Context: an optimization exercise on an open-source flow, tuned for small area, a short achievable clock period and few clock cycles per item. The choices shown serve that exercise and are no tape-out recipe.
Where RTL was checked, it was by simulation tests only, not by an equivalence proof against the original.
Power is estimated from default activity; no workload was simulated.

## run a
==> flow/design.v <==
module comparator #(
  parameter int DW = 16,
  parameter int IW = 2,
  parameter int HB = 3
) (
  input  logic [3:0][DW-1:0] val,
  input  logic [3:0][IW-1:0] idx,
  output logic [DW-1:0]      o_val,
  output logic [IW+1:0]      o_idx
);
  localparam int LB = DW - HB;
  function automatic logic greater(input logic [LB-1:0] a, input logic [LB-1:0] b);
    logic c;
    c = 1'b0;
    for (int k = 0; k < LB; k++) c = (a[k] & ~b[k]) | ((a[k] | ~b[k]) & c);
    greater = c;
  endfunction
  logic [3:0] cand;              
  logic       any;
  logic [3:0] bits;
  logic [3:0][3:0] beats;        
  logic [3:0] win;
  always_comb begin
    cand = 4'b1111;
    for (int k = DW - 1; k >= LB; k--) begin
      for (int i = 0; i < 4; i++) bits[i] = val[i][k];
      any  = |(cand & bits);
      cand = cand & (bits | {4{~any}});
    end
  end
  always_comb begin
    beats = '0;
    for (int i = 0; i < 4; i++)
      for (int j = i + 1; j < 4; j++) begin
        beats[i][j] = greater(val[i][LB-1:0], val[j][LB-1:0]);
        beats[j][i] = ~beats[i][j];
      end
    for (int i = 0; i < 4; i++) begin
      win[i] = cand[i];
      for (int j = 0; j < 4; j++)
        if (j != i) win[i] = win[i] & (~cand[j] | beats[i][j]);
    end
  end
  always_comb begin
    o_val = '0;
    for (int i = 0; i < 4; i++) o_val |= {DW{win[i]}} & val[i];
  end
  assign o_idx[IW+1] = win[3] | win[2];
  assign o_idx[IW]   = win[3] | win[1];
  always_comb begin
    o_idx[IW-1:0] = '0;
    for (int i = 0; i < 4; i++) o_idx[IW-1:0] |= {IW{win[i]}} & idx[i];
  end
endmodule
module argmax16 #(
  parameter bit REG_MID = 1    
) (
  input  logic         clk,
  input  logic         rstn,        
  input  logic         in_valid,
  input  logic [255:0] in_data,     
  output logic         out_valid,
  output logic [3:0]   out_idx
);
  logic [3:0][15:0] gval, gval_q;    
  logic [3:0][1:0]  gidx, gidx_q;    
  logic [3:0]       idx_c;
  logic [3:0][3:0]  gx;              
  logic [15:0]      unused_val;
  always_ff @(posedge clk or negedge rstn) begin
    if (!rstn) out_valid <= 1'b0;
    else       out_valid <= in_valid;
  end
  for (genvar g = 0; g < 4; g++) begin : g_grp
    comparator #(.DW(16), .IW(1)) u_grp (
      .val   (in_data[64*g +: 64]),
      .idx   ('0),
      .o_val (gval[g]),
      .o_idx (gx[g][2:0])
    );
    assign gx[g][3] = 1'b0;
    assign gidx[g]  = gx[g][2:1];
  end
  comparator #(.DW(16), .IW(2)) u_top (
    .val   (gval_q),
    .idx   (gidx_q),
    .o_val (unused_val),
    .o_idx (idx_c)
  );
  if (REG_MID) begin : g_mid
    always_ff @(posedge clk) begin
      gval_q <= gval;
      gidx_q <= gidx;
    end
    assign out_idx = idx_c;
  end else begin : g_out
    assign gval_q = gval;
    assign gidx_q = gidx;
    always_ff @(posedge clk) out_idx <= idx_c;
  end
endmodule
export LEC_CHECK = 0
export CAP_MARGIN = 20
export CORE_MARGIN = 2
export CORE_UTILIZATION = 55
export SETUP_SLACK_MARGIN = 4
export SLEW_MARGIN = 20
create_clock -name core_clock -period 8.5 [get_ports {clk}]
standard.sh (not shown) runs the stock make flow with config.mk's settings and CLKGATE_MAP_FILE= SYNTH_SCRIPT=/design/flow/synth_recipe.tcl, a recipe that flattens the netlist after the stock synthesis.
==> flow/flow/run.sh <==
#!/bin/bash
# Standard ORFS layout, with the port buffers made of sky130 buf cells
# instead of the delay buffer buffer_ports picks by default.
set -e
export BUFFER_PORTS_ARGS="-buffer_cell sky130_fd_sc_hd__buf_1"
bash standard.sh > standard.log 2>&1
Testbench counts of run a, summed over its fixed seeds: cycles 8,200, items 8,192.
Edits applied to the flow inputs when going from run a to run b:
diff --git a/flow/design.v b/flow/design.v
--- a/flow/design.v
+++ b/flow/design.v
@@ -1,7 +1,7 @@
 module comparator #(
   parameter int DW = 16,
   parameter int IW = 2,
-  parameter int HB = 3
+  parameter int HB = 1
 ) (
   input  logic [3:0][DW-1:0] val,
   input  logic [3:0][IW-1:0] idx,
Notes after the runs:
Run a -> run b: number of buffers created by CTS delta 0, exact match. Sort run b and run a by switching power as a share of total power asc -> top: run a. Sequential cell area share ended up 0.86 points lower on run b than on run a. Re number of antenna violations at the first check in global routing: run b is 1 up on run a. Run b ends up with a fraction of final layout cells with drive strength greater than 1 that is 1.8 points higher than in run a. Global-route wire length before repair sits higher in run b than in run a. Run b vs. run a: part of the power in registers went down by 0.9 points. Run b — final clock period utilization by the worst path 0.24 points higher, run a as reference. Compared with run a, in run b maximum operating frequency lost about 0.44%, final standard cell count with taps included and fillers excluded picked up an extra 141, final weighted congestion in routability-driven placement picked up an extra 8.6%, combinational cell fraction of total power picked up an extra 2.5 points.
No functional check of the RTL was part of run b.

## afterwards: timing with drivers on the ports
The flow's constraints put no driver on any port. The routed layouts listed below were extracted and timed again, unchanged, in two steps. Step 1: set_driving_cell puts a clkbuf_16 on clk and a buf_2 on each other input, an assumption about the parent block. Step 2, shift: input delay + t, output delay - t, t = (earliest + latest rising clock arrival at the registers) / 2. This alone moves slack from input paths to output paths. Slacks: ideal / step 1 / step 2; pairs: ideal / step 1.
| run | t (ns) | setup slack, ns | hold WS [ns] | latest minus earliest clock arrival (ns) | slew at the worst register clock pin (ns) |
|---|---|---|---|---|---|
| run a | 0.390 | 3.770 / 3.726 / 3.738 | 1.105 / 1.086 / 1.476 | 0.015 / 0.016 | 0.07 / 0.07 |
| run b | 0.388 | 3.749 / 3.706 / 3.799 | 1.109 / 1.089 / 1.477 | 0.007 / 0.007 | 0.06 / 0.06 |
After both steps setup and hold are still met in every run listed. For run a, which loses most, drivers alone change the setup slack by -0.044 ns; drivers and shift together by -0.032 ns.
